Background: an optimization exercise with open tools, aiming at small area, a short achievable clock period and few clock cycles. Do not read the settings as production practice.
The RTL was checked by simulation tests, not by an equivalence proof against the original design.
No activity file was given, so power comes from the tool's default toggle rates.

**standard.sh**
```bash
#!/bin/bash
# synth_recipe.tcl (not shown) runs the flow's synth.tcl, then flattens the netlist and writes it again
# the make line also repeats each setting of config.mk as NAME=value (left out here)
make -C /OpenROAD-flow-scripts/flow DESIGN_CONFIG=/design/flow/config.mk WORK_HOME=/design/flow/orfs CLKGATE_MAP_FILE= SYNTH_SCRIPT=/design/flow/synth_recipe.tcl "${@:-finish}"
```
**flow/run.sh**
```bash
#!/bin/bash
# Standard ORFS layout (the standard.sh) with extra make variables from flow/args, one per
# line: a larger SETUP_SLACK_MARGIN makes the resizer work on the critical paths even though the
# clock constraint is loose, and BUFFER_PORTS_ARGS picks the port buffer cell.
set -euo pipefail
mapfile -t extra < flow/args
bash standard.sh "${extra[@]}" finish > standard_flow.log 2>&1
```
**flow/args**
```
SETUP_SLACK_MARGIN=11
BUFFER_PORTS_ARGS=-buffer_cell sky130_fd_sc_hd__buf_2
```
**design.v**
```verilog
`timescale 1ns/1ns
module cpu(clk, reset_n, read_m1, address1, data1, read_m2, write_m2, address2, data2_in, data2_out, num_inst, output_port, is_halted);
	input clk;
	input reset_n;
	output read_m1;
	output [16-1:0] address1;
	output read_m2;
	output write_m2;
	output [16-1:0] address2;
	input [16-1:0] data1;
	input [16-1:0] data2_in;
	output [16-1:0] data2_out;
	output reg [16-1:0] num_inst;
	output reg [16-1:0] output_port;
	output is_halted;
	reg [15:0] pc;                  
	reg        dv;                  
	reg        fwd_a, fwd_b;        
	reg        ld_use;              
	reg [15:0] di;                  
	reg [15:0] dpc1;                
	reg        mv, m_we, m_ld, m_st, m_wwd, m_hlt;
	reg [1:0]  m_dst;
	reg [15:0] m_res;               
	reg [15:0] m_sd;                
	reg [15:0] r0, r1, r2, r3;
	assign read_m1 = 1'b1;
	assign address1 = pc;
	assign read_m2 = m_ld;
	assign write_m2 = m_st;
	assign address2 = m_res;
	assign data2_out = m_sd;
	assign is_halted = m_hlt;
	wire [3:0] op = di[15:12];
	wire [1:0] rs = di[11:10];
	wire [1:0] rt = di[9:8];
	wire [1:0] rd = di[7:6];
	wire [5:0] fn = di[5:0];
	wire [15:0] imm = {{8{di[7]}}, di[7:0]};
	wire op_br   = (op[3:2] == 2'b00);           
	wire op_adi  = (op == 4'd4);
	wire op_ori  = (op == 4'd5);
	wire op_lhi  = (op == 4'd6);
	wire op_lwd  = (op == 4'd7);
	wire op_swd  = (op == 4'd8);
	wire op_jal  = (op == 4'd10);
	wire op_r    = (op == 4'd15);
	wire r_alu   = op_r & ~fn[3];                
	wire r_spec  = op_r &  fn[3];                
	wire r_jpr   = r_spec & ~fn[2] & ~fn[1];
	wire r_jrl   = r_spec & ~fn[2] &  fn[1];
	wire r_wwd   = r_spec &  fn[2] & ~fn[0];
	wire r_hlt   = r_spec &  fn[2] &  fn[0];
	wire jr      = r_jpr | r_jrl;
	wire we      = op_adi | op_ori | op_lhi | op_lwd | r_alu | op_jal | r_jrl;
	wire [1:0] dst = (op_jal | r_jrl) ? 2'd2 : op_r ? rd : rt;
	wire [15:0] rf_a = rs[1] ? (rs[0] ? r3 : r2) : (rs[0] ? r1 : r0);
	wire [15:0] rf_b = rt[1] ? (rt[0] ? r3 : r2) : (rt[0] ? r1 : r0);
	wire [15:0] A = fwd_a ? m_res : rf_a;
	wire [15:0] B = fwd_b ? m_res : rf_b;
	wire stall = dv & ld_use;
	wire d_hlt = dv & r_hlt;
	wire hold  = stall | d_hlt;
	wire issue = dv & ~hold;
	wire is_sub = r_alu & (fn[2:0] == 3'd1);
	wire inv_a  = r_alu & fn[2] & ~fn[1];            
	wire [15:0] yv = r_alu ? B : imm;
	wire [15:0] add_x = op_br ? dpc1 : inv_a ? ~A : A;
	wire [15:0] add_y = (inv_a | r_spec) ? 16'd0 : is_sub ? ~yv : yv;
	wire [15:0] sum = add_x + add_y + {15'd0, is_sub | (inv_a & fn[0])};
	reg [15:0] res;
	always @(*) begin
		if (op_lhi) res = {di[7:0], 8'h00};
		else if (op_jal | r_jrl) res = dpc1;                           
		else if (op_ori | (r_alu & fn[2:0] == 3'd3)) res = A | yv;
		else if (r_alu & fn[2:0] == 3'd2) res = A & yv;
		else if (r_alu & fn[2:0] == 3'd6) res = {A[14:0], 1'b0};
		else if (r_alu & fn[2:0] == 3'd7) res = {1'b0, A[15:1]};
		else res = sum;
	end
	wire a_zero = (A == 16'd0);
	wire eq = (A == B);
	reg taken;
	always @(*) begin
		case (op[1:0])
			2'd0: taken = ~eq;
			2'd1: taken = eq;
			2'd2: taken = ~A[15] & ~a_zero;
			default: taken = A[15];
		endcase
	end
		wire br_redirect = issue & op_br & taken & (di[7:0] != 8'd0);
	wire jr_redirect = issue & jr;
	wire redirect = br_redirect | jr_redirect;
	wire f_jump = (data1[15:12] == 4'd9) | (data1[15:12] == 4'd10);
	wire [15:0] pc_inc = pc + 16'd1;
	wire f_take = f_jump & ~hold & ~redirect;
	wire [15:0] x_next = hold ? pc :
	                     redirect ? sum : pc_inc;
	wire [15:0] pc_next = f_take ? {4'h0, data1[11:0]} : x_next;
	wire [3:0] f_op = data1[15:12];
	wire [1:0] f_rs = data1[11:10];
	wire [1:0] f_rt = data1[9:8];
	wire f_use_rs = ~(f_op == 4'd6 | f_op == 4'd9 | f_op == 4'd10);
	wire f_use_rt = (f_op[3:1] == 3'd0) | (f_op == 4'd8) | ((f_op == 4'd15) & ~data1[3] & ~data1[2]);
	wire x_wr = issue & we;
	wire f_hit_rs = x_wr & (dst == f_rs);
	wire f_hit_rt = x_wr & (dst == f_rt);
	always @(posedge clk) begin
		if (!reset_n) begin
			pc <= 16'd0;
			dv <= 1'b0;
			fwd_a <= 1'b0;
			fwd_b <= 1'b0;
			ld_use <= 1'b0;
			mv <= 1'b0;
			m_we <= 1'b0;
			m_ld <= 1'b0;
			m_st <= 1'b0;
			m_wwd <= 1'b0;
			m_hlt <= 1'b0;
			num_inst <= 16'd0;
			output_port <= 16'd0;
		end
		else begin
			pc <= pc_next;
			if (!hold)
				dv <= ~redirect;
			if (!hold) begin
				fwd_a <= f_hit_rs & ~op_lwd;
				fwd_b <= f_hit_rt & ~op_lwd;
				ld_use <= op_lwd & ((f_hit_rs & f_use_rs) | (f_hit_rt & f_use_rt));
			end
			else begin
				fwd_a <= 1'b0;
				fwd_b <= 1'b0;
				ld_use <= 1'b0;
			end
			mv <= issue;
			m_we <= issue & we;
			m_ld <= issue & op_lwd;
			m_st <= issue & op_swd;
			m_wwd <= issue & r_wwd;
			m_hlt <= d_hlt;
			if (mv) num_inst <= num_inst + 16'd1;
			if (mv & m_wwd) output_port <= m_res;
		end
	end
	always @(posedge clk) begin
		if (!hold) begin
			di <= data1;
			dpc1 <= pc_inc;
		end
		m_dst <= dst;
		m_res <= res;
		m_sd <= B;
	end
	wire [15:0] wd = reset_n ? (m_ld ? data2_in : m_res) : 16'd0;
	wire wr = m_we | ~reset_n;
	always @(posedge clk) begin
		if (wr && (m_dst == 2'd0 || !reset_n)) r0 <= wd;
		if (wr && (m_dst == 2'd1 || !reset_n)) r1 <= wd;
		if (wr && (m_dst == 2'd2 || !reset_n)) r2 <= wd;
		if (wr && (m_dst == 2'd3 || !reset_n)) r3 <= wd;
	end
endmodule
```
**config.mk**
```make
export PLATFORM = sky130hd
export DESIGN_NAME = cpu
export DESIGN_NICKNAME = cpu
export VERILOG_FILES = /design/flow/design.v
export SDC_FILE = /design/flow/constraint.sdc
export NUM_CORES = 4
export LEC_CHECK = 0
export ABC_AREA = 1
export CAP_MARGIN = 20
export CORE_MARGIN = 2
export CORE_UTILIZATION = 40
export SLEW_MARGIN = 20
```
**constraint.sdc**
```tcl
create_clock -name core_clock -period 15.0 [get_ports {clk}]
set_input_delay 3.0000 -clock core_clock [delete_from_list [all_inputs] [get_ports {clk}]]
set_output_delay 3.0000 -clock core_clock [all_outputs]
set_load 0.01 [all_outputs]
```
==> out/qor.csv, run 1 <==
stage,metric,value,unit
worst_setup_path,criticalPathCategory,reg -> out,
worst_setup_path,cp.buffers_inverters,1,
cts,clock_latency,0.46,ns
final_layout,ff_latch_area,4807,µm²
synth,synth_ff_type,edfxtp_1,
worst_hold_path,holdPathStages,1,
worst_setup_path,cp-end-kind,output port,
worst_hold_path,min_path_type,reg -> reg,
worst_setup_path,reg2reg_to,m_res[13]$_DFF_P_,
final_layout,antennaDiodeCount,0,
power_and_ir_drop,seq_power_share,41.2,%
grt,grt_max_degree,53,
drt,routed_wl,42850,µm
worst_hold_path,hold_path_startpoint,num_inst[13]$_SDFFE_PN0P_,
cts,cts_buffer_depth,2,
worst_setup_path,r2r_slack,11.17,ns
power_and_ir_drop,peakVddDrop,0.06194,mV
worst_setup_path,worstSetupStartpointType,flip-flop,
timing,period_minus_slack,3.997,ns
power_and_ir_drop,total_power,0.001677,W
die,initial_utilization,40.44,%
die,die_area,30320,µm²
synth,synth-seq-cells,188,
worst_setup_path,critPathMaxFanout,1,
grt,antenna_found_initial,1,
synth,synthCells,1633,
final_layout,post-route-util,47.90,%
job,maxCapViolCount,0,
die,ios,118,
synth,syn-num-nets,1685,
cts,cts_max_level,4,
worst_setup_path,worst_ep_arrival_time,1.00,ns
worst_setup_path,slowest_delay,0.39,ns
cts,clk_pin_slew_worst_paths,0.08,ns
cts,cts_tree,yes,
drt,wl_per_cell,19.90,µm
final_layout,multi_input_area,5961,µm²
drt,ant_nets,0,
timing,worst_slack,11.00,ns
power_and_ir_drop,switchingPower,0.0006279,W
grt,first_global_vias,10993,
timing,fmax,250.2,MHz
worst_setup_path,cpMaxStageDelayCell,dfxtp_1,
power_and_ir_drop,p_int,0.001049,W
worst_setup_path,crit_family,flip-flops,
final_layout,final_cell_mix,"522 x nand2_1, 165 x inv_1, 151 x nand3_1",
worst_setup_path,cp_cell_sequence,buf_2,
timing,hold_violations,0,
final_layout,fill_cells,2912,
worst_setup_path,worstRegToRegCells,23,
timing,drv_slew,0,
timing,worstMarginPinSlew,0.9414,ns
die,die_w,174.1,µm
synth,synthArstFlopShare,0,%
cts,cts_hold_buffers,0,
final_layout,final_common_cell,nand2_1,
timing,relSlewSlack,37.17,%
timing,timing.final.crit_share,26.64,%
synth,yosysTopAreaCellShare,24.90,%
cts,numCtsBuffers,17,
power_and_ir_drop,clkPwrFrac,28.3,%
synth,yosysUniqueCellTypes,56,
synth,yosysWarnings,1,
synth,synth_area,11580,µm²
synth,synth.area.top_cells,"edfxtp_1 25%, nand2_1 17%, dfxtp_1 16%",
synth,yosys.area.top_type,edfxtp_1,
grt,grt_overflow_total,0,
power_and_ir_drop,power_density,122.3,nW/µm²
timing,setup_viol,0,
drt,first_iter_violations,1324,
drt,drtPass1Iterations,6,
place,dp_hpwl,30170,µm
power_and_ir_drop,combPwrFrac,30.5,%
cts,clkSinkCount,188,
drt,vias,11823,
synth,yosysSeqAreaShare,40.81,%
final_layout,final_nets,1808,
power_and_ir_drop,sw_frac_of_total,37.45,%
die,core_area,28630,µm²
place,port_buffers,116,
synth,synth-edff-count,96,
power_and_ir_drop,p_leak,6.485,nW
die,die_h,174.1,µm
final_layout,area_growth,18.44,%
timing,rsz0062_at_grt,yes,
outcome,status,no timing/DRC/antenna violations,
place,place_congestion,1.016,
synth,syn_area_per_cell,7.089,µm²
die,fp-row-count,62,
worst_hold_path,min_to,num_inst[14]$_SDFFE_PN0P_,
place,place_worst_setup_slack,9.938,ns
timing,skew,0.01284,ns
worst_setup_path,crit_required,12.00,ns
timing,fin_tns_setup,0,ns
worst_setup_path,r2r_start,di[8]$_DFFE_PN_,
grt,grt_usage,27.55,%
drt,drc,0,
final_layout,final_layout_size_suffix_gt1_share,18.37,%
drt,vias_per_cell,5.491,
grt,grt_pass1_wl,63630,µm
cts,cts-root-buf,clkbuf_16,
power groups by stage:
stage          combinational, W  clock (W)  sequential, W
2_1_floorplan          0.000284          0       0.000681
3_3_place_gp           0.000446          0       0.000700
3_5_place_dp           0.000446          0       0.000700
4_1_cts                0.000470   0.000478       0.000688
5_1_grt                0.000559   0.000497       0.000696
6_report               0.000512   0.000474       0.000691
area by class of cell:
type                            instances  area share, %
Timing Repair Buffer                  173          8.204
Clock inverter                         14          1.095
Sequential cell                       188          35.06
Multi-Input combinational cell       1196          43.48
Tap cell                              384          3.504
Clock buffer                           18          3.285
Inverter                              180          5.375
layer usage:
layer | vias up | GRT usage [%] | part of all wire [%]
li1 | 5596 | - | -
met1 | 5527 | 37.52 | 43
met2 | 609 | 42.58 | 44
met3 | 91 | 5.774 | 8.8
met4 | 0 | 11.48 | 3.8
met5 | - | 0 | 0
what timing repair did:
item / CTS / global route
pin swaps: 4 / 12
buffers inserted: 19 / 21
gates cloned: 0 / 4
resized for setup: 58 / 74
setup endpoints to repair: 71 / 48
synth_stat cells (all sizes together) (4+ instances only):
cell type  count
xnor2         13
nand4          6
buf           38
nand3        154
a21oi         92
o21ai        107
o311ai         4
edfxtp        96
nor3          18
a31oi         22
nor2         139
xor2          29
ha            16
o22ai          8
a21o           5
a22oi          6
clkbuf        33
o211ai         4
dfxtp         92
inv          178
nand2        543
registers in the layout (all words and copies together), names as in the netlist, 2 cells and up:
register	cells
m_dst	2
m_res	16
r2	16
pc	16
m_sd	16
r0	16
output_port	16
num_inst	16
dpc1	16
r1	16
di	16
r3	16
per-stage QoR:
stage	hold slack [ns]	instances	area, µm²
3_3_place_gp	0.4610	2077	12350
2_1_floorplan	0.4589	1633	11590
4_1_cts	0.4865	2128	13220
6_report	0.4463	2153	13710
3_5_place_dp	0.4751	2077	12350
5_1_grt	0.4688	2153	13710
how the worst max path moves through the flow:
stage	from	to	slack, ns	depth (start not counted)
global route	di[15]$_DFFE_PN_	m_res[14]$_DFF_P_	10.92	26
CTS	m_res[8]$_DFF_P_	address2[8]	11.00	1
floorplan	reset_n	r0[0]$_DFFE_PP_	11.00	3
detailed placement	reset_n	m_ld$_SDFF_PN0_	9.94	8
finish	m_sd[2]$_DFF_P_	data2_out[2]	11.00	1
global placement	reset_n	fwd_a$_SDFF_PP0_	9.97	6
cell families (layout without fill, tap and decap cells):
group | count (synthesis) | count (layout) | share of synthesized area [%]
AO/OA/AOI/OAI | 263 | 263 | 12.77
XOR/XNOR | 42 | 42 | 3.178
adder cells (fa/ha/maj) | 18 | 18 | 2.075
buffers and inverters | 251 | 385 | 9.490
flip-flops | 188 | 188 | 40.81
other | 1 | 1 | 0.03239
AND/OR/NAND/NOR | 870 | 872 | 31.65
Testbench counts, summed over its fixed seeds: cycles 39,662.
==> run 2: changes to the inputs <==
==> flow/args (replaced) <==
SETUP_SLACK_MARGIN=11
BUFFER_PORTS_ARGS=-buffer_cell sky130_fd_sc_hd__buf_2
CTS_ARGS=-sink_clustering_enable -repair_clock_nets -dont_use_dummy_load
==> out/qor.csv, run 2 <==
stage,metric,value,unit,change
outcome,status,no timing/DRC/antenna violations,,unchanged
final_layout,final_nets,1807,,"was 1,808"
cts,cts_max_level,4,,unchanged
synth,yosysTopAreaCellShare,24.90,%,unchanged
synth,synth-seq-cells,188,,unchanged
synth,synth_most_common_cell,nand2_1,,unchanged
power_and_ir_drop,p_int,0.0009928,W,was 0.001049 W
timing,rsz0062_at_grt,no,,was yes
timing,setup_viol,0,,unchanged
cts,clk_pin_slew_worst_paths,0.07,ns,was 0.08 ns
timing,fmax,250.5,MHz,was 250.2 MHz
drt,first_iter_violations,1340,,"was 1,324"
timing,holdWs,0.4424,ns,was 0.4463 ns
final_layout,final_cell_mix,"523 x nand2_1, 165 x inv_1, 151 x nand3_1",,"was 522 x nand2_1, 165 x inv_1, 151 x nand3_1"
synth,synthArstFlopShare,0,%,unchanged
cts,clkSinkCount,188,,unchanged
drt,vias_per_cell,5.536,,was 5.491
worst_setup_path,r2r_start,di[12]$_DFFE_PN_,,was di[8]$_DFFE_PN_
worst_setup_path,cp-end-kind,output port,,unchanged
grt,grt_overflow_total,0,,unchanged
worst_setup_path,worst_ep_arrival_time,0.99,ns,was 1.00 ns
cts,cts_tree,yes,,unchanged
place,place_congestion,1.016,,unchanged
timing,drv_slew,0,,unchanged
cts,clock_latency,0.45,ns,was 0.46 ns
grt,grt_usage,27.45,%,was 27.55%
timing,worstMarginPinSlew,0.9259,ns,was 0.9414 ns
synth,synthCells,1633,,unchanged
timing,timing.final.crit_share,26.61,%,was 26.64%
die,initial_utilization,40.44,%,unchanged
synth,yosys-top-cells-count,"528 x nand2_1, 166 x inv_1, 151 x nand3_1",,unchanged
final_layout,fin_cells,2137,,"was 2,153"
worst_setup_path,cp_cell_sequence,buf_2,,unchanged
die,ios,118,,unchanged
timing,relSlewSlack,38.21,%,was 37.17%
die,core_area,28630,µm²,unchanged
die,die_area,30320,µm²,unchanged
grt,grt_pass1_wl,63520,µm,"was 63,630 µm"
worst_setup_path,reg2reg_to,m_res[14]$_DFF_P_,,was m_res[13]$_DFF_P_
synth,yosysUniqueCellTypes,56,,unchanged
final_layout,area_growth,16.44,%,was 18.44%
timing,fin_tns_setup,0,ns,unchanged
synth,synth.area.top_cells,"edfxtp_1 25%, nand2_1 17%, dfxtp_1 16%",,unchanged
grt,first_global_vias,10950,,"was 10,993"
place,placed_cells,2077,,unchanged
synth,synth_ff_type,edfxtp_1,,unchanged
worst_setup_path,crit_family,flip-flops,,unchanged
drt,wl_per_cell,19.95,µm,was 19.90 µm
worst_hold_path,min_to,num_inst[14]$_SDFFE_PN0P_,,unchanged
power_and_ir_drop,p_leak,6.381,nW,was 6.485 nW
worst_hold_path,hold_path_startpoint,num_inst[13]$_SDFFE_PN0P_,,unchanged
job,maxCapViolCount,0,,unchanged
worst_setup_path,worstRegToRegCells,26,,was 23
power_and_ir_drop,clkPwrFrac,24.3,%,was 28.3%
final_layout,final_common_cell,nand2_1,,unchanged
grt,antenna_found_initial,1,,unchanged
worst_setup_path,cpMaxStageDelayCell,dfxtp_4,,was dfxtp_1
worst_setup_path,r2r_slack,11.18,ns,was 11.17 ns
drt,ant_nets,0,,unchanged
drt,drc,0,,unchanged
synth,yosysSeqAreaShare,40.81,%,unchanged
synth,synth-edff-count,96,,unchanged
place,dp_hpwl,30170,µm,unchanged
drt,vias,11831,,"was 11,823"
power_and_ir_drop,switchingPower,0.0005802,W,was 0.0006279 W
drt,routed_wl,42630,µm,"was 42,850 µm"
power_and_ir_drop,seq_power_share,43.9,%,was 41.2%
die,die_w,174.1,µm,unchanged
synth,synth_area,11580,µm²,unchanged
cts,cts_buffer_depth,2,,unchanged
power_and_ir_drop,sw_frac_of_total,36.88,%,was 37.45%
timing,period_minus_slack,3.991,ns,was 3.997 ns
die,die_h,174.1,µm,unchanged
power_and_ir_drop,power_density,116.7,nW/µm²,was 122.3 nW/µm²
worst_setup_path,criticalPathCategory,reg -> out,,unchanged
synth,yosysWarnings,1,,unchanged
timing,skew,0.02626,ns,was 0.01284 ns
worst_setup_path,critPathMaxFanout,2,,was 1
worst_setup_path,worstSetupStartpointType,flip-flop,,unchanged
power_and_ir_drop,peakVddDrop,0.06671,mV,was 0.06194 mV
final_layout,final_layout_size_suffix_gt1_share,17.23,%,was 18.37%
cts,cts-root-buf,clkbuf_16,,unchanged
worst_setup_path,cp.buffers_inverters,1,,unchanged
final_layout,antennaDiodeCount,0,,unchanged
worst_hold_path,holdPathStages,1,,unchanged
worst_setup_path,slowest_delay,0.40,ns,was 0.39 ns
drt,drtPass1Iterations,9,,was 6
timing,hold_violations,0,,unchanged
cts,numCtsBuffers,17,,unchanged
place,port_buffers,116,,unchanged
synth,syn_area_per_cell,7.089,µm²,unchanged
power_and_ir_drop,combPwrFrac,31.8,%,was 30.5%
synth,yosys.area.top_type,edfxtp_1,,unchanged
final_layout,post-route-util,47.09,%,was 47.90%
worst_hold_path,min_path_type,reg -> reg,,unchanged
synth,syn-num-nets,1685,,unchanged
worst_setup_path,crit_required,12.00,ns,about the same
grt,grt_max_degree,53,,unchanged
die,fp-row-count,62,,unchanged
worst_setup_path,crit_cells,1,,unchanged
power_and_ir_drop,total_power,0.001573,W,was 0.001677 W
[run 2: power by group through the flow]
| stage | combinational [W] | sequential, W | clock, W |
|---|---|---|---|
| 2_1_floorplan | 0.000284 | 0.000681 | 0 |
| 3_3_place_gp | 0.000446 | 0.000700 | 0 |
| 3_5_place_dp | 0.000446 | 0.000700 | 0 |
| 4_1_cts | 0.000470 | 0.000688 | 0.000385 |
| 5_1_grt | 0.000550 | 0.000695 | 0.000403 |
| 6_report | 0.000501 | 0.000691 | 0.000382 |
[run 2: metrics by stage]
step | worst slack [ns] | instance area, µm²
6_report | 11.01 | 13480
3_5_place_dp | 9.938 | 12350
3_3_place_gp | 9.974 | 12350
2_1_floorplan | 11.00 | 11590
5_1_grt | 10.93 | 13480
4_1_cts | 11.00 | 13030
[run 2: timing repair]
| action | CTS | global route |
|---|---|---|
| hold endpoints to repair | 0 | 0 |
| setup buffers | 18 | 21 |
| resized for setup | 54 | 63 |
| endpoints found under the setup margin | 66 | 42 |
| pin swaps | 5 | 10 |
| hold buffers | 0 | 0 |
| gates cloned | 0 | 4 |
[run 2: logic make-up (layout without fill, tap and decap cells)]
group	after synthesis	in the layout	synth area share (%)
buffers and inverters	251	369	9.490
flip-flops	188	188	40.81
XOR/XNOR	42	42	3.178
adder cells (fa/ha/maj)	18	18	2.075
AND/OR/NAND/NOR	870	872	31.65
other	1	1	0.03239
AO/OA/AOI/OAI	263	263	12.77
[run 2: worst max-delay path by stage]
stage,startpoint,slack [ns],endpoint
2_1_floorplan,reset_n,11.00,r0[0]$_DFFE_PP_
6_report,m_res[15]$_DFF_P_,11.01,address2[15]
3_5_place_dp,reset_n,9.94,m_ld$_SDFF_PN0_
5_1_grt,di[12]$_DFFE_PN_,10.93,m_res[14]$_DFF_P_
3_3_place_gp,reset_n,9.97,fwd_a$_SDFF_PP0_
4_1_cts,num_inst[8]$_SDFFE_PN0P_,11.00,num_inst[8]
[run 2: metal layers]
layer / up-vias / track usage [%] / wire, µm
li1: 5579 / - / -
met1: 5520 / 37.55 / 18500
met2: 622 / 42.38 / 18580
met3: 108 / 5.534 / 3733
met4: 2 / 11.45 / 1723
met5: - / 0 / 87
[run 2: cell type report]
cell class,count,area (µm²)
inverter,180,739.5
tap,384,480.5
multi-input combinational,1196,5941
fill,2928,15150
clock buffer,17,425.4
sequential,188,4791
timing repair buffer,172,1102
==> run 3: changes to the inputs <==
--- a/config.mk
+++ b/config.mk
@@ -8,5 +8,6 @@
 export ABC_AREA = 1
 export CAP_MARGIN = 20
 export CORE_MARGIN = 2
-export CORE_UTILIZATION = 40
+export CORE_UTILIZATION = 60
+export PLACE_DENSITY = 0.8
 export SLEW_MARGIN = 20
==> out/qor.csv, run 3 <==
stage,metric,value,unit,change
synth,synthCells,1633,,unchanged
outcome,status,no timing/DRC/antenna violations,,unchanged
synth,yosysTopAreaCellShare,24.90,%,unchanged
synth,synth_area,11580,µm²,unchanged
cts,clk_pin_slew_worst_paths,0.08,ns,was 0.07 ns
synth,yosys-top-cells-count,"528 x nand2_1, 166 x inv_1, 151 x nand3_1",,unchanged
worst_setup_path,reg2reg_to,ld_use$_SDFF_PP0_,,was m_res[14]$_DFF_P_
worst_setup_path,crit_start,pc[5]$_SDFFE_PN0P_,,was m_res[15]$_DFF_P_
grt,antenna_found_initial,0,,was 1
final_layout,final_cell_mix,"521 x nand2_1, 165 x inv_1, 150 x nand3_1",,"was 523 x nand2_1, 165 x inv_1, 151 x nand3_1"
final_layout,area_growth,14.35,%,was 16.44%
cts,cts-root-buf,clkbuf_16,,unchanged
timing,timing.final.crit_share,26.62,%,was 26.61%
worst_hold_path,hold_path_startpoint,num_inst[13]$_SDFFE_PN0P_,,unchanged
power_and_ir_drop,p_leak,6.331,nW,was 6.381 nW
worst_hold_path,min_path_type,reg -> reg,,unchanged
drt,vias_per_cell,6.042,,was 5.536
final_layout,final_layout_size_suffix_gt1_share,16.48,%,was 17.23%
worst_setup_path,cp-endpoint,address1[5],,was address2[15]
timing,rsz0062_at_grt,yes,,was no
synth,synthArstFlopShare,0,%,unchanged
synth,yosysSeqAreaShare,40.81,%,unchanged
drt,vias,12091,,"was 11,831"
timing,fin_tns_setup,0,ns,unchanged
grt,grt_overflow_total,0,,unchanged
place,placed_cells,1951,,"was 2,077"
power_and_ir_drop,power_density,117.8,nW/µm²,was 116.7 nW/µm²
drt,ant_nets,0,,unchanged
cts,clkSinkCount,188,,unchanged
worst_setup_path,crit_cells,1,,unchanged
worst_setup_path,cpMaxStageDelayCell,dfxtp_2,,was dfxtp_4
final_layout,fin_area,13240,µm²,"was 13,480 µm²"
power_and_ir_drop,peakVddDrop,0.07928,mV,was 0.06671 mV
timing,period_minus_slack,3.993,ns,was 3.991 ns
timing,hold_violations,0,,unchanged
final_layout,final_nets,1795,,"was 1,807"
synth,synth_most_common_cell,nand2_1,,unchanged
place,port_buffers,116,,unchanged
synth,yosysUniqueCellTypes,56,,unchanged
place,place_worst_setup_slack,9.598,ns,was 9.938 ns
worst_setup_path,worstSetupStartpointType,flip-flop,,unchanged
timing,setup_viol,0,,unchanged
drt,drtPass1Iterations,7,,was 9
die,die_h,142.9,µm,was 174.1 µm
grt,first_global_vias,11000,,"was 10,950"
cts,clock_latency,0.45,ns,about the same
die,die_area,20420,µm²,"was 30,320 µm²"
place,dp_hpwl,28340,µm,"was 30,170 µm"
drt,wl_per_cell,20.43,µm,was 19.95 µm
synth,synth-edff-count,96,,unchanged
drt,drc,0,,unchanged
cts,cts_buffer_depth,2,,unchanged
worst_setup_path,slowest_delay,0.40,ns,about the same
final_layout,final_common_cell,nand2_1,,unchanged
worst_setup_path,worst_ep_arrival_time,0.99,ns,about the same
die,die_w,142.9,µm,was 174.1 µm
cts,cts_tree,yes,,unchanged
worst_setup_path,r2r_start,di[14]$_DFFE_PN_,,was di[12]$_DFFE_PN_
worst_setup_path,cp.buffers_inverters,1,,unchanged
drt,first_iter_violations,1688,,"was 1,340"
synth,synth-seq-cells,188,,unchanged
cts,cts_hold_buffers,0,,unchanged
cts,cts_max_level,4,,unchanged
synth,yosys.area.top_type,edfxtp_1,,unchanged
worst_setup_path,cp_cell_sequence,buf_2,,unchanged
cts,numCtsBuffers,17,,unchanged
die,ios,118,,unchanged
worst_setup_path,crit_family,flip-flops,,unchanged
grt,grt_max_degree,53,,unchanged
final_layout,post-route-util,70.30,%,was 47.09%
timing,fmax,250.5,MHz,about the same
final_layout,antennaDiodeCount,0,,unchanged
worst_setup_path,cp-end-kind,output port,,unchanged
die,core_area,18830,µm²,"was 28,630 µm²"
synth,syn_area_per_cell,7.089,µm²,unchanged
worst_setup_path,criticalPathCategory,reg -> out,,unchanged
timing,relSlewSlack,36.38,%,was 38.21%
place,placed_area,12180,µm²,"was 12,350 µm²"
timing,worst_slack,11.01,ns,about the same
grt,grt_pass1_wl,60520,µm,"was 63,520 µm"
timing,worstMarginPinSlew,0.9532,ns,was 0.9259 ns
grt,grt_usage,39.50,%,was 27.45%
synth,synth_ff_type,edfxtp_1,,unchanged
worst_setup_path,crit_required,12.00,ns,about the same
final_layout,fin_cells,2001,,"was 2,137"
worst_setup_path,worstRegToRegCells,13,,was 26
place,place_congestion,1.070,,was 1.016
timing,skew,0.03757,ns,was 0.02626 ns
timing,drv_slew,0,,unchanged
synth,syn-num-nets,1685,,unchanged
die,initial_utilization,61.48,%,was 40.44%
drt,routed_wl,40870,µm,"was 42,630 µm"
worst_setup_path,r2r_slack,11.10,ns,was 11.18 ns
synth,yosysWarnings,1,,unchanged
job,maxCapViolCount,0,,unchanged
worst_setup_path,critPathMaxFanout,5,,was 2
die,fp-row-count,50,,was 62
synth,synth.area.top_cells,"edfxtp_1 25%, nand2_1 17%, dfxtp_1 16%",,unchanged
[run 3: layout make-up]
| cell class | instances | area (µm²) |
|---|---|---|
| flip-flops and latches | 188 | 4778 |
| clock buffers | 17 | 425.4 |
| multi-input cells | 1196 | 5934 |
| repair buffers | 160 | 1040 |
| well taps | 260 | 325.3 |
| fillers | 1550 | 5593 |
| inverters | 180 | 734.5 |
[run 3: logic make-up (layout without fill, tap and decap cells)]
group	Yosys count	in the layout	share of synthesized area [%]
buffers and inverters	251	357	9.490
other	1	1	0.03239
AND/OR/NAND/NOR	870	872	31.65
AO/OA/AOI/OAI	263	263	12.77
flip-flops	188	188	40.81
XOR/XNOR	42	42	3.178
adder cells (fa/ha/maj)	18	18	2.075
[run 3: worst min-delay path by stage]
stage          cells past startpoint  slack, ns                        end
2_1_floorplan                      2       0.46          m_res[12]$_DFF_P_
3_3_place_gp                       1       0.44  num_inst[14]$_SDFFE_PN0P_
3_5_place_dp                       1       0.46  num_inst[14]$_SDFFE_PN0P_
4_1_cts                            1       0.46  num_inst[14]$_SDFFE_PN0P_
5_1_grt                            1       0.48  num_inst[14]$_SDFFE_PN0P_
6_report                           1       0.46  num_inst[14]$_SDFFE_PN0P_
[run 3: metrics by stage]
stage	hold WS [ns]	total power, W
3_3_place_gp	0.4437	0.001131
5_1_grt	0.4819	0.001625
4_1_cts	0.4647	0.001519
2_1_floorplan	0.4589	0.0009653
3_5_place_dp	0.4639	0.001136
6_report	0.4602	0.001560
[run 3: repair_timing]
action,CTS,global route
gates resized for setup,55,61
cloned,0,4
setup endpoints to repair,133,38
pin swaps,4,15
buffers inserted,10,19
[run 3: power by group]
part           switching [W]  total, W  internal, W
Combinational       0.000330  0.000494     0.000164
Sequential         0.0000637  0.000692     0.000628
Clock               0.000177  0.000374     0.000197
Total               0.000570   0.00156     0.000990
[run 3: metal layers]
layer	part of all wire (%)	wire (µm)	global-route usage (%)
met5	0	0	0
met4	5.7	2317	21.78
met3	13	5157	8.317
met2	43	17770	59.00
met1	38	15630	53.63
==> run 4: changes to the inputs <==
==> flow/args (replaced) <==
SETUP_SLACK_MARGIN=11
BUFFER_PORTS_ARGS=-buffer_cell sky130_fd_sc_hd__buf_2
--- a/config.mk
+++ b/config.mk
@@ -8,6 +8,6 @@
 export ABC_AREA = 1
 export CAP_MARGIN = 20
 export CORE_MARGIN = 2
-export CORE_UTILIZATION = 60
-export PLACE_DENSITY = 0.8
+export CORE_UTILIZATION = 50
+export PLACE_DENSITY = 0.7
 export SLEW_MARGIN = 20
==> out/qor.csv, run 4 <==
stage,metric,value,unit,change
die,die_area,24390,µm²,"was 20,420 µm²"
die,initial_utilization,50.98,%,was 61.48%
timing,timing.final.crit_share,26.60,%,was 26.62%
worst_setup_path,worst_ep_arrival_time,0.99,ns,about the same
cts,clock_latency,0.46,ns,was 0.45 ns
timing,hold_violations,0,,unchanged
synth,synth-edff-count,96,,unchanged
timing,drv_slew,0,,unchanged
grt,first_global_vias,10797,,"was 11,000"
cts,cts_tree,yes,,unchanged
timing,setup_viol,0,,unchanged
die,core_area,22710,µm²,"was 18,830 µm²"
synth,synthAdderAreaFrac,2.075,%,unchanged
synth,synth_most_common_cell,nand2_1,,unchanged
synth,yosysTopAreaCellShare,24.90,%,unchanged
worst_setup_path,cpMaxStageDelayCell,dfxtp_4,,was dfxtp_2
worst_setup_path,crit_family,flip-flops,,unchanged
power_and_ir_drop,p_leak,6.409,nW,was 6.331 nW
cts,cts_hold_buffers,0,,unchanged
grt,grt_pass1_wl,60640,µm,"was 60,520 µm"
grt,grt_usage,32.89,%,was 39.50%
job,maxCapViolCount,0,,unchanged
power_and_ir_drop,peakVddDrop,0.07344,mV,was 0.07928 mV
worst_setup_path,criticalPathCategory,reg -> out,,unchanged
synth,synthArstFlopShare,0,%,unchanged
synth,synthXorXnorAreaFrac,3.178,%,unchanged
final_layout,final_cell_mix,"523 x nand2_1, 163 x inv_1, 151 x nand3_1",,"was 521 x nand2_1, 165 x inv_1, 150 x nand3_1"
final_layout,final_layout_size_suffix_gt1_share,17.71,%,was 16.48%
cts,cts_max_level,4,,unchanged
worst_setup_path,cp_cell_sequence,buf_2,,unchanged
die,fp-row-count,55,,was 50
final_layout,final_common_cell,nand2_1,,unchanged
timing,fin_tns_setup,0,ns,unchanged
drt,drtPass1Iterations,6,,was 7
timing,worstMarginPinSlew,0.9307,ns,was 0.9532 ns
synth,synthSimpleGateAreaFrac,31.65,%,unchanged
die,die_h,156.2,µm,was 142.9 µm
drt,wl_per_cell,19.95,µm,was 20.43 µm
die,die_w,156.2,µm,was 142.9 µm
synth,syn-num-nets,1685,,unchanged
synth,yosys.area.top_type,edfxtp_1,,unchanged
grt,grt_overflow_total,0,,unchanged
timing,skew,0.02052,ns,was 0.03757 ns
place,dp_hpwl,28350,µm,"was 28,340 µm"
synth,synthCells,1633,,unchanged
drt,ant_nets,0,,unchanged
place,place_worst_setup_slack,9.670,ns,was 9.598 ns
timing,rsz0062_at_grt,yes,,unchanged
synth,yosysUniqueCellTypes,56,,unchanged
worst_setup_path,critPathMaxFanout,3,,was 5
drt,vias_per_cell,5.843,,was 6.042
cts,numCtsBuffers,17,,unchanged
drt,routed_wl,40850,µm,"was 40,870 µm"
worst_setup_path,cp.buffers_inverters,1,,unchanged
synth,syn_area_per_cell,7.089,µm²,unchanged
cts,clk_pin_slew_worst_paths,0.09,ns,was 0.08 ns
worst_setup_path,cp-end-kind,output port,,unchanged
grt,antenna_found_initial,2,,was 0
synth,synth.area.mux_share,0,%,unchanged
synth,yosys-top-cells-count,"528 x nand2_1, 166 x inv_1, 151 x nand3_1",,unchanged
place,place_congestion,1.028,,was 1.070
worst_hold_path,min_path_type,reg -> reg,,unchanged
die,ios,118,,unchanged
synth,synth_top_family_by_area,simple AND/OR/NAND/NOR gates,,unchanged
final_layout,final_nets,1801,,"was 1,795"
synth,synth-seq-cells,188,,unchanged
synth,synth_ff_type,edfxtp_1,,unchanged
final_layout,area_growth,16.12,%,was 14.35%
synth,yosysSeqAreaShare,40.81,%,unchanged
drt,first_iter_violations,1310,,"was 1,688"
timing,fmax,250.6,MHz,was 250.5 MHz
timing,period_minus_slack,3.990,ns,was 3.993 ns
place,port_buffers,116,,unchanged
power_and_ir_drop,power_density,122.8,nW/µm²,was 117.8 nW/µm²
drt,vias,11966,,"was 12,091"
synth,synth-compound-area-share,12.76,%,unchanged
worst_setup_path,slowest_delay,0.39,ns,was 0.40 ns
synth,yosysWarnings,1,,unchanged
synth,synth_area,11580,µm²,unchanged
grt,grt_max_degree,53,,unchanged
cts,clkSinkCount,188,,unchanged
timing,relSlewSlack,37.89,%,was 36.38%
cts,cts-root-buf,clkbuf_16,,unchanged
synth,synth.area.top_cells,"edfxtp_1 25%, nand2_1 17%, dfxtp_1 16%",,unchanged
worst_setup_path,worstSetupStartpointType,flip-flop,,unchanged
worst_setup_path,crit_required,12.00,ns,about the same
drt,drc,0,,unchanged
timing,worst_slack,11.01,ns,about the same
cts,cts_buffer_depth,2,,unchanged
outcome,status,no timing/DRC/antenna violations,,unchanged
timing,holdWs,0.4783,ns,was 0.4602 ns
run 4: cell counts after synthesis:
Identical to the previous run, type by type.
run 4: area by class of cell:
| type | count | area (µm²) |
|---|---|---|
| tap | 285 | 356.6 |
| timing repair buffer | 166 | 1057 |
| antenna | 1 | 2.502 |
| multi-input combinational | 1195 | 5863 |
| clock buffer | 18 | 450.4 |
| inverter | 180 | 739.5 |
| sequential | 188 | 4820 |
| timing repair inverter | 1 | 5.005 |
| clock inverter | 14 | 147.6 |
| fill | 2102 | 9268 |
run 4: worst paths after layout:
path / start / to / slack, ns / cells past startpoint
setup / recovery: m_res[11]$_DFF_P_ / address2[11] / 11.01 / 1
hold / removal: num_inst[13]$_SDFFE_PN0P_ / num_inst[14]$_SDFFE_PN0P_ / 0.48 / 1
setup reg to reg: di[15]$_DFFE_PN_ / m_res[10]$_DFF_P_ / 11.15 / 17
hold reg to reg: num_inst[13]$_SDFFE_PN0P_ / num_inst[14]$_SDFFE_PN0P_ / 0.48 / 1
run 4: repair_timing:
item                       CTS  global route
cloned                       0             3
pin swaps                    4             9
buffers inserted            14            21
setup endpoints to repair  118            55
gates resized for setup     60            60
run 4: where the power goes:
part	total [W]	switching, W	internal, W
Combinational	0.000492	0.000326	0.000166
Sequential	0.000691	0.0000614	0.000630
Clock	0.000468	0.000235	0.000232
run 4: metrics by stage:
stage | std cells | util, % | total power (W) | instance area [µm²]
floorplan | 1633 | - | 0.0009653 | 11590
global placement | 1977 | 53.82 | 0.001129 | 12220
detailed placement | 1977 | 53.82 | 0.001137 | 12220
CTS | 2023 | 57.49 | 0.001617 | 13060
global route | 2047 | 59.18 | 0.001716 | 13440
finish | 2048 | 59.19 | 0.001651 | 13440
run 4: cells by family after synthesis:
logic type | after synthesis
fa+ha+maj | 18
compound gates | 263
buf+inv | 251
flops | 188
simple gates | 870
other cells | 1
xor+xnor | 42
run 4: routing by layer:
metal	global-route usage, %	vias up	wire length, µm
met1	44.92	5467	16590
li1	-	5577	-
met2	50.61	788	17830
met4	15.12	2	1764
met3	6.333	132	4662
met5	0	-	7
==> run 5: changes to the inputs <==
==> flow/args (replaced) <==
SETUP_SLACK_MARGIN=11.1
BUFFER_PORTS_ARGS=-buffer_cell sky130_fd_sc_hd__buf_2
CTS_ARGS=-sink_clustering_enable -repair_clock_nets -dont_use_dummy_load
==> out/qor.csv, run 5 <==
stage,metric,value,unit,change
timing,relSlewSlack,30.57,%,was 37.89%
final_layout,final_nets,1856,,"was 1,801"
final_layout,ff_latch_area,4850,µm²,was 4820 µm²
synth,synth_area,11580,µm²,unchanged
grt,grt_usage,34.62,%,was 32.89%
worst_setup_path,cpMaxStageDelayCell,dfxtp_4,,unchanged
synth,synthCells,1633,,unchanged
place,place_worst_setup_slack,10.13,ns,was 9.670 ns
timing,drv_slew,0,,unchanged
outcome,status,no timing/DRC/antenna violations,,unchanged
synth,synthAdderAreaFrac,2.075,%,unchanged
worst_setup_path,cp.buffers_inverters,1,,unchanged
final_layout,antennaDiodeCount,0,,was 1
synth,synth.area.mux_share,0,%,unchanged
synth,syn-num-nets,1685,,unchanged
worst_setup_path,crit_family,flip-flops,,unchanged
worst_setup_path,worst_ep_arrival_time,0.95,ns,was 0.99 ns
final_layout,multi_input_area,6016,µm²,was 5863 µm²
cts,numCtsBuffers,17,,unchanged
grt,grt_max_degree,53,,unchanged
cts,cts_hold_buffers,0,,unchanged
drt,vias_per_cell,5.900,,was 5.843
worst_setup_path,cp-end-kind,output port,,unchanged
cts,clk_pin_slew_worst_paths,0.08,ns,was 0.09 ns
timing,hold_violations,0,,unchanged
die,ios,118,,unchanged
die,core_area,22710,µm²,unchanged
timing,setup_viol,0,,unchanged
place,placed_cells,1976,,"was 1,977"
timing,fin_tns_setup,0,ns,unchanged
final_layout,final_cell_mix,"520 x nand2_1, 162 x inv_1, 148 x nand3_1",,"was 523 x nand2_1, 163 x inv_1, 151 x nand3_1"
place,dp_hpwl,28770,µm,"was 28,350 µm"
cts,cts_tree,yes,,unchanged
timing,worst_slack,11.05,ns,was 11.01 ns
timing,period_minus_slack,3.951,ns,was 3.990 ns
power_and_ir_drop,p_leak,6.730,nW,was 6.409 nW
worst_setup_path,cp_cell_sequence,buf_6,,was buf_2
grt,antenna_found_initial,0,,was 2
worst_setup_path,slowest_delay,0.40,ns,was 0.39 ns
timing,worstMarginPinSlew,1.041,ns,was 0.9307 ns
die,die_h,156.2,µm,unchanged
synth,synth-compound-area-share,12.76,%,unchanged
cts,cts_max_level,4,,unchanged
drt,wl_per_cell,21.03,µm,was 19.95 µm
cts,clock_latency,0.46,ns,about the same
drt,vias,12313,,"was 11,966"
synth,synthArstFlopShare,0,%,unchanged
synth,synth_ff_type,edfxtp_1,,unchanged
final_layout,final_common_cell,nand2_1,,unchanged
drt,drc,0,,unchanged
timing,skew,0.02890,ns,was 0.02052 ns
drt,routed_wl,43890,µm,"was 40,850 µm"
place,port_buffers,116,,unchanged
synth,synth.area.top_cells,"edfxtp_1 25%, nand2_1 17%, dfxtp_1 16%",,unchanged
worst_setup_path,criticalPathCategory,reg -> out,,unchanged
worst_setup_path,crit_required,12.00,ns,about the same
synth,synth_top_family_by_area,simple AND/OR/NAND/NOR gates,,unchanged
final_layout,post-route-util,63.05,%,was 59.19%
synth,synthXorXnorAreaFrac,3.178,%,unchanged
job,maxCapViolCount,0,,unchanged
worst_setup_path,worstSetupStartpointType,flip-flop,,unchanged
synth,syn_area_per_cell,7.089,µm²,unchanged
synth,synth_most_common_cell,nand2_1,,unchanged
synth,yosysTopAreaCellShare,24.90,%,unchanged
cts,cts-root-buf,clkbuf_16,,unchanged
grt,grt_overflow_total,0,,unchanged
drt,drtPass1Iterations,7,,was 6
synth,yosysSeqAreaShare,40.81,%,unchanged
synth,synth-seq-cells,188,,unchanged
synth,yosys-top-cells-count,"528 x nand2_1, 166 x inv_1, 151 x nand3_1",,unchanged
die,initial_utilization,50.98,%,unchanged
worst_hold_path,min_path_type,reg -> reg,,unchanged
power_and_ir_drop,power_density,114.5,nW/µm²,was 122.8 nW/µm²
die,die_w,156.2,µm,unchanged
synth,synth-edff-count,96,,unchanged
timing,fmax,253.1,MHz,was 250.6 MHz
worst_setup_path,critPathMaxFanout,3,,unchanged
timing,timing.final.crit_share,26.34,%,was 26.60%
drt,first_iter_violations,1388,,"was 1,310"
drt,ant_nets,0,,unchanged
grt,first_global_vias,11160,,"was 10,797"
final_layout,final_layout_size_suffix_gt1_share,21.98,%,was 17.71%
synth,synthSimpleGateAreaFrac,31.65,%,unchanged
power_and_ir_drop,peakVddDrop,0.07600,mV,was 0.07344 mV
final_layout,area_growth,23.69,%,was 16.12%
synth,yosys.area.top_type,edfxtp_1,,unchanged
synth,yosysUniqueCellTypes,56,,unchanged
final_layout,fill_cells,2022,,"was 2,102"
place,place_congestion,1.047,,was 1.028
timing,rsz0062_at_grt,yes,,unchanged
cts,cts_buffer_depth,2,,unchanged
final_layout,fin_cells,2087,,"was 2,048"
grt,grt_pass1_wl,63510,µm,"was 60,640 µm"
synth,yosysWarnings,1,,unchanged
die,die_area,24390,µm²,unchanged
cts,clkSinkCount,188,,unchanged
die,fp-row-count,55,,unchanged
run 5: cell type report:
class                   instances  area share [%]
multi-input cells            1197           42.01
repair buffers                217           13.17
repair inverters                3          0.1398
inverters                     180           5.348
flip-flops and latches        188           33.87
well taps                     285           2.490
clock buffers                  17           2.971
run 5: metal layers:
layer	up-vias	wire, µm	GRT usage (%)
met4	0	2368	17.43
met3	144	4823	5.750
met2	810	19340	53.90
met5	-	0	0
met1	5680	17360	46.75
li1	5679	-	-
run 5: power by group:
group / total (W) / internal [W] / leakage [nW] / switching (W)
clock: 0.000383 / 0.000197 / 0.209 / 0.000186
combinational: 0.000568 / 0.000215 / 4.72 / 0.000353
sequential: 0.000688 / 0.000631 / 1.80 / 0.0000571
run 5: cells by family (layout without fill, tap and decap cells):
group,count (synthesis),in the layout
AOI/OAI and AO/OA,263,263
buffers and inverters,251,417
other,1,1
xor gates and xnor gates,42,42
DFF,188,188
and+or+nand+nor,870,873
adders and majority gates,18,18
run 5: worst paths after layout:
kind | cells past startpoint | to | startpoint | slack, ns
setup reg to reg | 19 | m_res[14]$_DFF_P_ | fwd_a$_SDFF_PP0_ | 11.22
hold / removal | 2 | pc[7]$_SDFFE_PN0P_ | pc[7]$_SDFFE_PN0P_ | 0.49
setup / recovery | 1 | address2[11] | m_res[11]$_DFF_P_ | 11.05
hold reg to reg | 2 | pc[7]$_SDFFE_PN0P_ | pc[7]$_SDFFE_PN0P_ | 0.49
run 5: timing repair:
| item | CTS | global route |
|---|---|---|
| setup endpoints to repair | 120 | 93 |
| setup buffers | 54 | 30 |
| gates cloned | 1 | 9 |
| resized for setup | 162 | 79 |
| endpoints found under the hold margin | 0 | 0 |
| pin swaps | 5 | 17 |
run 5: stage by stage:
step / power (W) / instance area (µm²) / hold slack, ns
final: 0.001639 / 14320 / 0.4925
after CTS: 0.001588 / 13630 / 0.4935
after floorplan: 0.0009670 / 11640 / 0.4589
after global placement: 0.001134 / 12260 / 0.4613
after detailed placement: 0.001138 / 12260 / 0.4664
after global routing: 0.001706 / 14320 / 0.5161
==> run 6: changes to the inputs <==
==> flow/args (replaced) <==
SETUP_SLACK_MARGIN=11
BUFFER_PORTS_ARGS=-buffer_cell sky130_fd_sc_hd__buf_2
CTS_ARGS=-sink_clustering_enable -repair_clock_nets -dont_use_dummy_load
--- a/config.mk
+++ b/config.mk
@@ -7,6 +7,8 @@
 export LEC_CHECK = 0
 export ABC_AREA = 1
 export CAP_MARGIN = 20
+export CELL_PAD_IN_SITES_DETAIL_PLACEMENT = 0
+export CELL_PAD_IN_SITES_GLOBAL_PLACEMENT = 0
 export CORE_MARGIN = 2
 export CORE_UTILIZATION = 50
 export PLACE_DENSITY = 0.7
==> out/qor.csv, run 6 <==
stage,metric,value,unit,change
outcome,status,no timing/DRC/antenna violations,,unchanged
place,place_congestion,1.028,,was 1.047
synth,yosysUniqueCellTypes,56,,unchanged
grt,grt_overflow_total,0,,unchanged
drt,vias_per_cell,5.816,,was 5.900
cts,cts_hold_buffers,0,,unchanged
synth,synth_area,11580,µm²,unchanged
cts,clkSinkCount,188,,unchanged
synth,synth-edff-count,96,,unchanged
die,die_w,156.2,µm,unchanged
worst_setup_path,worstRegToRegCells,19,,unchanged
worst_setup_path,cp_cell_sequence,buf_4,,was buf_6
timing,drv_slew,0,,unchanged
power_and_ir_drop,power_density,117.6,nW/µm²,was 114.5 nW/µm²
worst_setup_path,worstSetupStartpointType,flip-flop,,unchanged
synth,yosysSeqAreaShare,40.81,%,unchanged
synth,synthArstFlopShare,0,%,unchanged
cts,clock_latency,0.44,ns,was 0.46 ns
synth,yosysTopAreaCellShare,24.90,%,unchanged
cts,cts_max_level,4,,unchanged
power_and_ir_drop,peakVddDrop,0.07082,mV,was 0.07600 mV
place,port_buffers,116,,unchanged
worst_setup_path,crit_family,flip-flops,,unchanged
drt,first_iter_violations,1289,,"was 1,388"
die,die_area,24390,µm²,unchanged
synth,synth.area.top_cells,"edfxtp_1 25%, nand2_1 17%, dfxtp_1 16%",,unchanged
die,die_h,156.2,µm,unchanged
worst_setup_path,worst_ep_arrival_time,1.00,ns,was 0.95 ns
drt,ant_nets,0,,unchanged
cts,cts_tree,yes,,unchanged
grt,grt_usage,32.74,%,was 34.62%
drt,drtPass1Iterations,7,,unchanged
timing,setup_viol,0,,unchanged
synth,synth_ff_type,edfxtp_1,,unchanged
worst_setup_path,cp-end-kind,output port,,unchanged
worst_hold_path,holdPathStages,1,,was 2
worst_setup_path,cpMaxStageDelayCell,dfxtp_1,,was dfxtp_4
final_layout,final_cell_mix,"523 x nand2_1, 163 x inv_1, 151 x nand3_1",,"was 520 x nand2_1, 162 x inv_1, 148 x nand3_1"
grt,grt_max_degree,53,,unchanged
drt,wl_per_cell,19.88,µm,was 21.03 µm
timing,relSlewSlack,37.46,%,was 30.57%
job,maxCapViolCount,0,,unchanged
synth,yosys-top-cells-count,"528 x nand2_1, 166 x inv_1, 151 x nand3_1",,unchanged
die,initial_utilization,50.98,%,unchanged
timing,timing.final.crit_share,26.64,%,was 26.34%
synth,syn-num-nets,1685,,unchanged
cts,cts-root-buf,clkbuf_16,,unchanged
grt,antenna_found_initial,2,,was 0
synth,synth_most_common_cell,nand2_1,,unchanged
timing,fin_tns_setup,0,ns,unchanged
place,dp_hpwl,28350,µm,"was 28,770 µm"
final_layout,area_growth,14.02,%,was 23.69%
drt,drc,0,,unchanged
power_and_ir_drop,p_leak,6.307,nW,was 6.730 nW
final_layout,final_layout_size_suffix_gt1_share,16.74,%,was 21.98%
timing,fmax,250.2,MHz,was 253.1 MHz
synth,synthCells,1633,,unchanged
timing,worst_slack,11.00,ns,was 11.05 ns
final_layout,fill_cells,2150,,"was 2,022"
place,place_worst_setup_slack,9.670,ns,was 10.13 ns
worst_setup_path,critPathMaxFanout,4,,was 3
worst_setup_path,crit_required,12.00,ns,about the same
cts,numCtsBuffers,17,,unchanged
grt,first_global_vias,10781,,"was 11,160"
worst_setup_path,slowest_delay,0.40,ns,about the same
final_layout,final_nets,1798,,"was 1,856"
final_layout,antennaDiodeCount,0,,unchanged
synth,synth-seq-cells,188,,unchanged
final_layout,final_common_cell,nand2_1,,unchanged
timing,period_minus_slack,3.997,ns,was 3.951 ns
timing,hold_violations,0,,unchanged
worst_setup_path,cp.buffers_inverters,1,,unchanged
grt,grt_pass1_wl,60290,µm,"was 63,510 µm"
worst_setup_path,criticalPathCategory,reg -> out,,unchanged
drt,routed_wl,40330,µm,"was 43,890 µm"
drt,vias,11800,,"was 12,313"
timing,worstMarginPinSlew,0.9371,ns,was 1.041 ns
worst_setup_path,crit_cells,1,,unchanged
timing,rsz0062_at_grt,yes,,unchanged
cts,cts_buffer_depth,2,,unchanged
timing,skew,0.02756,ns,was 0.02890 ns
synth,yosysWarnings,1,,unchanged
die,fp-row-count,55,,unchanged
cts,clk_pin_slew_worst_paths,0.08,ns,about the same
die,core_area,22710,µm²,unchanged
synth,yosys.area.top_type,edfxtp_1,,unchanged
worst_hold_path,min_path_type,reg -> reg,,unchanged
die,ios,118,,unchanged
synth,syn_area_per_cell,7.089,µm²,unchanged
[run 6: cell counts after synthesis]
Identical to the previous run, type by type.
[run 6: path summary, 6_finish.rpt]
| path | start | endpoint | slack, ns |
|---|---|---|---|
| setup / recovery | m_res[9]$_DFF_P_ | address2[9] | 11.00 |
| hold / removal | num_inst[13]$_SDFFE_PN0P_ | num_inst[14]$_SDFFE_PN0P_ | 0.46 |
| setup reg to reg | di[15]$_DFFE_PN_ | m_res[14]$_DFF_P_ | 11.18 |
| hold reg to reg | num_inst[13]$_SDFFE_PN0P_ | num_inst[14]$_SDFFE_PN0P_ | 0.46 |
[run 6: cell type report]
cell class	instances	area, µm²	share of cell area [%]
multi-input cells	1195	5863	44.42
flip-flops and latches	188	4796	36.34
repair buffers	163	1008	7.641
inverters	180	744.5	5.640
clock buffers	17	425.4	3.223
well taps	285	356.6	2.702
repair inverters	1	5.005	0.03792
[run 6: power by group]
part / switching [W] / internal [W] / total, W
logic: 0.000321 / 0.000161 / 0.000482
clock network: 0.000182 / 0.000198 / 0.000379
registers: 0.0000635 / 0.000628 / 0.000691
[run 6: timing repair]
| item | 4_1_cts | 5_1_grt |
|---|---|---|
| buffers inserted | 10 | 22 |
| endpoints found under the setup margin | 131 | 50 |
| resized for setup | 50 | 62 |
| pin swaps | 3 | 11 |
| cloned | 0 | 3 |
[run 6: stage by stage]
step	total power (W)	utilization (%)	std cells	hold slack, ns	cell area, µm²
finish	0.001553	58.12	2029	0.4556	13200
global route	0.001621	58.12	2029	0.4910	13200
CTS	0.001523	56.49	2004	0.4656	12830
detailed placement	0.001137	53.82	1977	0.4687	12220
global placement	0.001129	53.82	1977	0.4573	12220
floorplan	0.0009653	-	1633	0.4589	11590
[run 6: cells by family (layout without fill, tap and decap cells)]
family                   count (synthesis)  count (layout)  share of synthesized area (%)
AO/OA/AOI/OAI                          263             263                          12.77
XOR/XNOR                                42              42                          3.178
adder cells (fa/ha/maj)                 18              18                          2.075
buffers and inverters                  251             361                          9.490
flip-flops                             188             188                          40.81
other                                    1               1                        0.03239
AND/OR/NAND/NOR                        870             871                          31.65
[run 6: layer usage]
layer | global-route usage, % | part of all wire (%)
met1 | 44.50 | 41
met2 | 49.77 | 43
met3 | 6.778 | 11
met4 | 16.12 | 4.4
met5 | 0 | 0.032
==> run 7: changes to the inputs <==
--- a/config.mk
+++ b/config.mk
@@ -7,8 +7,6 @@
 export LEC_CHECK = 0
 export ABC_AREA = 1
 export CAP_MARGIN = 20
-export CELL_PAD_IN_SITES_DETAIL_PLACEMENT = 0
-export CELL_PAD_IN_SITES_GLOBAL_PLACEMENT = 0
 export CORE_MARGIN = 2
 export CORE_UTILIZATION = 50
 export PLACE_DENSITY = 0.7
==> out/qor.csv, run 7 <==
stage,metric,value,unit,change
cts,clock_latency,0.44,ns,about the same
grt,use_met2,49.77,%,unchanged
synth,yosys.area.top_type,edfxtp_1,,unchanged
die,initial_utilization,50.98,%,unchanged
grt,grt_pass1_wl,60290,µm,unchanged
synth,yosysSeqAreaShare,40.81,%,unchanged
place,place_congestion,1.028,,unchanged
cts,cts_tree,yes,,unchanged
drt,wl_per_cell,19.88,µm,unchanged
synth,synth_ff_type,edfxtp_1,,unchanged
die,die_h,156.2,µm,unchanged
die,ios,118,,unchanged
cts,cts_buffer_depth,2,,unchanged
worst_setup_path,criticalPathCategory,reg -> out,,unchanged
power_and_ir_drop,power_density,117.6,nW/µm²,unchanged
power_and_ir_drop,seq_power_share,44.5,%,about the same
worst_setup_path,worstSetupStartpointType,flip-flop,,unchanged
power_and_ir_drop,combPwrFrac,31.0,%,about the same
timing,relSlewSlack,37.46,%,unchanged
timing,fmax,250.2,MHz,unchanged
drt,first_iter_violations,1289,,unchanged
grt,grt_use_met3,6.778,%,unchanged
timing,period_minus_slack,3.997,ns,unchanged
timing,setup_viol,0,,unchanged
synth,synth_top_family_by_area,simple AND/OR/NAND/NOR gates,,unchanged
grt,grt_use_met1,44.50,%,unchanged
synth,yosys-top-cells-count,"528 x nand2_1, 166 x inv_1, 151 x nand3_1",,unchanged
power_and_ir_drop,peakVddDrop,0.07082,mV,unchanged
final_layout,final_nets,1798,,unchanged
timing,hold_violations,0,,unchanged
worst_setup_path,critPathMaxFanout,4,,unchanged
timing,rsz0062_at_grt,yes,,unchanged
drt,vias,11800,,unchanged
place,dp_hpwl,28350,µm,unchanged
drt,vias_per_cell,5.816,,unchanged
cts,numCtsBuffers,17,,unchanged
final_layout,area_growth,14.02,%,unchanged
synth,synthSimpleGateAreaFrac,31.65,%,unchanged
synth,yosysWarnings,1,,unchanged
worst_setup_path,crit_start,m_res[9]$_DFF_P_,,unchanged
grt,grt_overflow_total,0,,unchanged
worst_setup_path,slowest_delay,0.40,ns,about the same
grt,grt_max_degree,53,,unchanged
die,die_w,156.2,µm,unchanged
power_and_ir_drop,p_leak,6.307,nW,unchanged
power_and_ir_drop,p_int,0.0009866,W,unchanged
power_and_ir_drop,clkPwrFrac,24.4,%,about the same
worst_setup_path,cp_cell_sequence,buf_4,,unchanged
job,maxCapViolCount,0,,unchanged
final_layout,post-route-util,58.12,%,unchanged
synth,syn_area_per_cell,7.089,µm²,unchanged
synth,yosysTopAreaCellShare,24.90,%,unchanged
die,die_area,24390,µm²,unchanged
synth,synth-seq-cells,188,,unchanged
final_layout,final_cell_mix,"523 x nand2_1, 163 x inv_1, 151 x nand3_1",,unchanged
worst_setup_path,crit_family,flip-flops,,unchanged
synth,synth.area.top_cells,"edfxtp_1 25%, nand2_1 17%, dfxtp_1 16%",,unchanged
worst_hold_path,min_path_type,reg -> reg,,unchanged
cts,clk_pin_slew_worst_paths,0.08,ns,about the same
grt,top_usage_layer,met2,,unchanged
power_and_ir_drop,switchingPower,0.0005661,W,unchanged
worst_setup_path,cpMaxStageDelayCell,dfxtp_1,,unchanged
worst_setup_path,crit_required,12.00,ns,about the same
grt,first_global_vias,10781,,unchanged
outcome,status,no timing/DRC/antenna violations,,unchanged
synth,synth.area.mux_share,0,%,unchanged
place,port_buffers,116,,unchanged
worst_setup_path,cp.buffers_inverters,1,,unchanged
timing,timing.final.crit_share,26.64,%,unchanged
synth,synth-edff-count,96,,unchanged
grt,grt_usage,32.74,%,unchanged
synth,synth_most_common_cell,nand2_1,,unchanged
synth,syn-num-nets,1685,,unchanged
timing,worstMarginPinSlew,0.9371,ns,unchanged
final_layout,fill_cells,2150,,unchanged
final_layout,antennaDiodeCount,0,,unchanged
worst_setup_path,worst_ep_arrival_time,1.00,ns,about the same
drt,drtPass1Iterations,7,,unchanged
cts,cts-root-buf,clkbuf_16,,unchanged
synth,synthXorXnorAreaFrac,3.178,%,unchanged
synth,synth_area,11580,µm²,unchanged
worst_hold_path,hold_path_startpoint,num_inst[13]$_SDFFE_PN0P_,,unchanged
final_layout,ff_latch_area,4796,µm²,unchanged
worst_setup_path,cp-end-kind,output port,,unchanged
die,core_area,22710,µm²,unchanged
cts,cts_max_level,4,,unchanged
synth,synthCells,1633,,unchanged
power_and_ir_drop,sw_frac_of_total,36.46,%,unchanged
die,fp-row-count,55,,unchanged
timing,fin_tns_setup,0,ns,unchanged
final_layout,final_common_cell,nand2_1,,unchanged
synth,synthArstFlopShare,0,%,unchanged
drt,routed_wl,40330,µm,unchanged
grt,antenna_found_initial,2,,unchanged
timing,skew,0.02756,ns,unchanged
final_layout,multi_input_area,5863,µm²,unchanged
synth,yosysUniqueCellTypes,56,,unchanged
worst_setup_path,r2r_start,di[15]$_DFFE_PN_,,unchanged
drt,ant_nets,0,,unchanged
final_layout,final_layout_size_suffix_gt1_share,16.74,%,unchanged
synth,synth-compound-area-share,12.76,%,unchanged
drt,drc,0,,unchanged
synth,synthAdderAreaFrac,2.075,%,unchanged
timing,drv_slew,0,,unchanged
cts,clkSinkCount,188,,unchanged
-- run 7: cell counts after synthesis --
Identical to the previous run, type by type.
-- run 7: kinds of logic after synthesis --
group | after synthesis
buffers and inverters | 251
other | 1
AO/OA/AOI/OAI | 263
XOR/XNOR | 42
flip-flops | 188
AND/OR/NAND/NOR | 870
adder cells (fa/ha/maj) | 18
-- run 7: what timing repair did --
action | 4_1_cts | 5_1_grt
hold endpoints to repair | 0 | 0
setup endpoints to repair | 131 | 50
resized for setup | 50 | 62
cloned | 0 | 3
hold buffers | 0 | 0
buffers inserted | 10 | 22
pin swaps | 3 | 11
-- run 7: final timing paths --
check,endpoint,slack (ns),cells after the start
max,address2[9],11.00,1
max reg2reg,m_res[14]$_DFF_P_,11.18,19
min,num_inst[14]$_SDFFE_PN0P_,0.46,1
min reg2reg,num_inst[14]$_SDFFE_PN0P_,0.46,1
-- run 7: stage by stage --
step / instances / area, µm² / hold WS (ns) / worst slack, ns / total power (W)
floorplan: 1633 / 11590 / 0.4589 / 11.00 / 0.0009653
global placement: 1977 / 12220 / 0.4573 / 9.738 / 0.001129
detailed placement: 1977 / 12220 / 0.4687 / 9.670 / 0.001137
CTS: 2004 / 12830 / 0.4656 / 10.96 / 0.001523
global route: 2029 / 13200 / 0.4910 / 10.98 / 0.001621
finish: 2029 / 13200 / 0.4556 / 11.00 / 0.001553
-- run 7: final cells by class --
class	count	area share [%]
Multi-Input combinational cell	1195	44.42
Sequential cell	188	36.34
Tap cell	285	2.702
Clock buffer	17	3.223
Timing Repair Buffer	163	7.641
Inverter	180	5.640
Timing Repair inverter	1	0.03792
-- run 7: metal layers --
| metal | wire [µm] | up-vias | part of all wire [%] |
|---|---|---|---|
| met4 | 1772 | 2 | 4.4 |
| met2 | 17540 | 733 | 43 |
| met3 | 4385 | 109 | 11 |
| met5 | 13 | - | 0.032 |
| met1 | 16620 | 5409 | 41 |
| li1 | - | 5547 | - |
-- run 7: power by group through the flow --
stage	registers, W	clock network, W	logic, W
global route	0.000696	0.000398	0.000527
detailed placement	0.000698	0	0.000439
CTS	0.000688	0.000381	0.000455
global placement	0.000696	0	0.000433
finish	0.000691	0.000379	0.000482
floorplan	0.000681	0	0.000284

## static timing again, ports no longer ideal
How much do the figures lean on ideal ports? The routed layouts below were timed once more, with nothing changed but the port constraints. Step 1 (the two cells are an assumption about what drives the block):
set clk [get_ports {clk}]
set_driving_cell -lib_cell sky130_fd_sc_hd__clkbuf_16 $clk
set_driving_cell -lib_cell sky130_fd_sc_hd__buf_2 [delete_from_list [all_inputs] $clk]
Step 2 also shifts input and output timing later by t, the mid clock arrival at the registers, as if the neighbouring blocks saw the same clock. Three values: ideal, step 1, step 2; two values: the first two.
run | shift t [ns] | setup slack, ns | latest minus earliest clock arrival (ns) | slew at the worst register clock pin (ns)
run 1 | 0.502 | 11.003 / 10.952 / 10.690 | 0.013 / 0.013 | 0.08 / 0.08
run 2 | 0.492 | 11.009 / 10.956 / 10.655 | 0.026 / 0.027 | 0.08 / 0.08
run 3 | 0.476 | 11.007 / 10.962 / 10.590 | 0.038 / 0.037 | 0.08 / 0.08
run 4 | 0.500 | 11.010 / 10.958 / 10.656 | 0.021 / 0.020 | 0.09 / 0.09
run 5 | 0.497 | 11.049 / 10.995 / 10.649 | 0.029 / 0.030 | 0.08 / 0.08
run 6 | 0.476 | 11.003 / 10.952 / 10.665 | 0.032 / 0.031 | 0.08 / 0.08
run 7 | 0.476 | 11.003 / 10.952 / 10.665 | 0.032 / 0.031 | 0.08 / 0.08
After both steps setup and hold are still met in every run listed. The setup slack of run 3, which loses most, moves by -0.045 ns with the drivers and by -0.417 ns with both steps.
